Background: an optimization exercise with open tools, aiming at small area and a short achievable clock period. Do not read the settings as production practice.
At most, simulation tests tie the RTL to the original design; equivalence was not proved.
Power figures rest on the tool's default switching activity, not on a simulated workload.

==> job 2016 <==
// rv6_alu_top
module rv6_alu_top (
    input             clk,
    input      [63:0] a,
    input      [63:0] b,
    input      [ 6:0] opcode,
    input      [ 2:0] op,
    input             mod,
    output reg [63:0] alu_out
);
==> module alu, before the edit <==
module alu (
    input      [63:0] a,
    input      [63:0] b,
    output reg [63:0] alu_out,
    input      [ 6:0] opcode,
    input      [ 2:0] op,
    input             mod
);
    wire w = opcode[3];
    wire mod_sub = mod && opcode[5];
    wire [63:0] op1 = w ? {{32{a[31]}}, a[31:0]} : a;
    wire [63:0] op2 = w ? {{32{b[31]}}, b[31:0]} : b;
    wire [5:0] shamt = {op2[5] & ~w, op2[4:0]};
    wire [63:0] d_add = mod_sub ? op1 - op2 : op1 + op2;
    wire [31:0] add_ext = w ? {32{d_add[31]}} : d_add[63:32];
    wire [63:0] d_sll = op1 << shamt;
    wire [31:0] sll_ext = w ? {32{d_sll[31]}} : d_sll[63:32];
    wire signed [63:0] op1_s = op1;
    wire signed [63:0] op2_s = op2;
    wire slt = op1_s < op2_s;
    wire [63:0] d_slt = {63'b0, slt};
    wire [31:0] slt_ext = 32'b0;
    wire [63:0] d_sltu = {63'b0, op1 < op2};
    wire [31:0] sltu_ext = 32'b0;
    wire [63:0] d_xor = op1 ^ op2;
    wire [31:0] xor_ext = d_xor[63:32];
    wire signed [63:0] op1_sd = a;
    wire signed [63:0] op2_sd = b;
    wire signed [31:0] op1_sw = a[31:0];
    wire signed [31:0] op2_sw = b[31:0];
    wire [63:0] srl     = op1_sd >>  shamt;
    wire [63:0] sra     = op1_sd >>> shamt;
    wire [31:0] srlw    = op1_sw >>  shamt;
    wire [31:0] sraw    = op1_sw >>> shamt;
    wire [63:0] shr_d   = mod ? sra  : srl;
    wire [31:0] shr_w   = mod ? sraw : srlw;
    wire [63:0] d_shr   = w ? shr_w : shr_d;
    wire [31:0] shr_ext = w ? {32{mod ? sraw[31] : srlw[31]}} : d_shr[63:32];
    wire [63:0] d_or = op1 | op2;
    wire [31:0] or_ext = d_or[63:32];
    wire [63:0] d_and = op1 & op2;
    wire [31:0] and_ext = d_and[63:32];
    wire [63:0] alu_out_mux [0:7];
    assign alu_out_mux[0] = d_add;
    assign alu_out_mux[1] = d_sll;
    assign alu_out_mux[2] = d_slt;
    assign alu_out_mux[3] = d_sltu;
    assign alu_out_mux[4] = d_xor;
    assign alu_out_mux[5] = d_shr;
    assign alu_out_mux[6] = d_or;
    assign alu_out_mux[7] = d_and;
    wire [31:0] alu_ext_mux [0:7];
    assign alu_ext_mux[0] = add_ext;
    assign alu_ext_mux[1] = sll_ext;
    assign alu_ext_mux[2] = slt_ext;
    assign alu_ext_mux[3] = sltu_ext;
    assign alu_ext_mux[4] = xor_ext;
    assign alu_ext_mux[5] = shr_ext;
    assign alu_ext_mux[6] = or_ext;
    assign alu_ext_mux[7] = and_ext;
    always @(*) begin
        case(opcode)
            7'b0010011, 7'b0110011, 7'b0011011, 7'b0111011: alu_out = {alu_ext_mux[op], alu_out_mux[op][31:0]};
            7'b0110111: alu_out = b;
            default: alu_out = a + b;
        endcase
    end
endmodule
make LEC_CHECK=0 CAP_MARGIN=20 CORE_MARGIN=2 CORE_UTILIZATION=30 SETUP_SLACK_MARGIN=0.5 SLEW_MARGIN=20 finish   # period 5.5 ns
run.sh (not shown) runs the stock make flow with config.mk's settings and CLKGATE_MAP_FILE= SYNTH_SCRIPT=/design/flow/synth_recipe.tcl, a recipe that flattens the netlist after the stock synthesis.
==> inputs of job 2593, as changes to job 2016 <==
==> flow/design.v (replaced) <==
module rv6_alu_top (
    input             clk,
    input      [63:0] a,
    input      [63:0] b,
    input      [ 6:0] opcode,
    input      [ 2:0] op,
    input             mod,
    output reg [63:0] alu_out
);
    reg [63:0] a_q;
    reg [63:0] b_q;
    reg [ 6:0] opcode_q;
    reg [ 2:0] op_q;
    reg        mod_q;
    wire [63:0] alu_res;
    always @(posedge clk) begin
        a_q      <= a;
        b_q      <= b;
        opcode_q <= opcode;
        op_q     <= op;
        mod_q    <= mod;
        alu_out  <= alu_res;
    end
    alu u_alu (
        .a       (a_q      ),
        .b       (b_q      ),
        .alu_out (alu_res  ),
        .opcode  (opcode_q ),
        .op      (op_q     ),
        .mod     (mod_q    )
    );
endmodule

module alu (
    input      [63:0] a,
    input      [63:0] b,
    output     [63:0] alu_out,
    input      [ 6:0] opcode,
    input      [ 2:0] op,
    input             mod
);
    wire alu_op = ~opcode[6] & opcode[4] & ~opcode[2] & opcode[1] & opcode[0];
    wire lui    = (opcode == 7'b0110111);
    wire w      = opcode[3];
    wire wa     = alu_op & w;
    wire s_add  = alu_op ? (op == 3'd0) : ~lui;
    wire s_shl  = alu_op & (op == 3'd1);
    wire s_slt  = alu_op & (op[2:1] == 2'b01);
    wire s_xor  = alu_op & (op == 3'd4);
    wire s_shr  = alu_op & (op == 3'd5);
    wire s_or   = alu_op & (op == 3'd6);
    wire s_and  = alu_op & (op == 3'd7);
    wire s_lui  = ~alu_op & lui;
    wire sub = alu_op & (((op == 3'd0) & mod & opcode[5]) | (op[2:1] == 2'b01));
    wire [63:0] bx = b ^ {64{sub}};
    wire [65:0] s66 = {1'b0, a, 1'b1} + {1'b0, bx, sub};
    wire [63:0] sum = s66[64:1];
    wire        c64 = s66[65];
    wire        c32 = sum[32] ^ a[32] ^ bx[32];
    wire ltu = w ? ~c32 : ~c64;
    wire lt  = ltu ^ (op[0] ? 1'b0 : (w ? (a[31] ^ b[31]) : (a[63] ^ b[63])));
    wire [5:0] sh = {b[5] & ~w, b[4:0]};
    wire shl = ~op[2];
    wire [63:0] a_rev;
    genvar gi;
    generate
        for (gi = 0; gi < 64; gi = gi + 1) begin : g_rev
            assign a_rev[gi] = a[63 - gi];
        end
    endgenerate
    wire [31:0] hi_src = w ? {32{mod & a[31]}} : a[63:32];
    wire [63:0] src  = shl ? a_rev : {hi_src, a[31:0]};
    wire        fill = ~shl & mod & src[63];
    wire [63:0] t0 = sh[0] ? {fill,      src[63:1]}  : src;
    wire [63:0] t1 = sh[1] ? {{ 2{fill}}, t0[63:2]}  : t0;
    wire [63:0] t2 = sh[2] ? {{ 4{fill}}, t1[63:4]}  : t1;
    wire [63:0] t3 = sh[3] ? {{ 8{fill}}, t2[63:8]}  : t2;
    wire [63:0] t4 = sh[4] ? {{16{fill}}, t3[63:16]} : t3;
    wire [63:0] R  = sh[5] ? {{32{fill}}, t4[63:32]} : t4;
    wire [63:0] R_rev;
    generate
        for (gi = 0; gi < 64; gi = gi + 1) begin : g_rrev
            assign R_rev[gi] = R[63 - gi];
        end
    endgenerate
    wire [63:0] r = ({64{s_add}} & sum)
                  | ({64{s_shl}} & R_rev)
                  | ({64{s_shr}} & R)
                  | ({64{s_xor}} & (a ^ b))
                  | ({64{s_or }} & (a | b))
                  | ({64{s_and}} & (a & b))
                  | ({64{s_lui}} & b)
                  | {63'b0, s_slt & lt};
    assign alu_out = {wa ? {32{r[31]}} : r[63:32], r[31:0]};
endmodule
==> flow_metrics.py <==
metrics = {
    "outcome": {
        "status": "finished clean",
    },
    "synth": {
        "ys_types": 78,
        "synth_top_cell_area_share_pct": 20.9,
    },
    "setup_path": {
        "slowest_stage": "a2111oi_4",
        "path_cells": "nand3b_1 > a2111oi_4 > buf_4 > buf_6 > xnor2_1 > ha_1 > a21o_1 > a21o_1 > a21oi_1 > o21ai_0 > a211o_1 > nor3_1 > a21oi_1 > o21ai_0 > a22oi_1 > xor2_1 > o21ai_0",
        "r2r_end": "alu_out[0]$_DFF_P_",
    },
    "timing": {
        "fin_crit_sh_pct": 87.2,
    },
    "place": {
        "placed_area_um2": 22400,
        "dp_hpwl_mm": 71.3,
        "dp_slack_ns": 0.637,
    },
    "final_layout": {
        "sh_seq_area_pct": 17.5,
        "nonClkBufAreaFrac_pct": 10.9,
        "finalCoreUtilization_pct": 36.1,
    },
}
the above is filed under job 2593

==> flow_metrics.py <==
metrics = {
    "setup_path": {
        "r2r_end": "alu_out[63]$_DFF_P_",
        "path_cells": "inv_1 > ha_1 > or4_1 > a211oi_2 > o21ai_0 > buf_4 > a21oi_1 > a211oi_1 > buf_4 > o21ai_0 > o21ai_0 > xor2_1 > o221ai_1 > o221ai_1",
        "worst-path-max-fanout": 11,
        "slowest_stage": "dfxtp_1",
    },
    "synth": {
        "netlist_instances": 3929,
        "ys_types": 96,
        "synth_top_cell_area_share_pct": 14.3,
        "yosys-top-cells-area": "dfxtp_1 14%, ha_1 9.9%, a21oi_1 8.5%",
    },
    "global_route": {
        "overflow": 0,
    },
    "timing": {
        "period_minus_slack_ns": 4.97,
        "fin_crit_sh_pct": 90.3,
    },
    "final_layout": {
        "finalCoreUtilization_pct": 34.9,
        "antenna_cells": 4,
    },
    "power": {
        "power_density_nw_per_um2": 232,
    },
    "place": {
        "dp_slack_ns": 0.748,
        "placed_area_um2": 31700,
        "dp_hpwl_mm": 125,
    },
    "outcome": {
        "status": "finished clean",
    },
}
the above is filed under job 2016

No functional check of the RTL was part of job 2593.

## separate check: timing with driven ports
In the flow no input, the clock included, has a driving cell. The finished layouts below were timed again as built, in two steps. Step 1 (the two cells are an assumption about what drives the block):
set clk [get_ports {clk}]
set_driving_cell -lib_cell sky130_fd_sc_hd__clkbuf_16 $clk
set_driving_cell -lib_cell sky130_fd_sc_hd__buf_2 [delete_from_list [all_inputs] $clk]
Step 2 also shifts input and output timing later by t, the mid clock arrival at the registers, as if the neighbouring blocks saw the same clock. a / b / c = ideal / step 1 / step 2; a / b = the first two.
run	t (ns)	setup WS [ns]	clock arrival spread, ns	worst data-port slew with drivers (ns)	cell pins on the clock port's net
job 2016	0.687	0.533 / 0.533 / 0.533	0.021 / 0.022	0.06	1
job 2593	0.627	0.702 / 0.702 / 0.702	0.032 / 0.032	0.06	1
After both steps setup and hold are still met in every run listed.
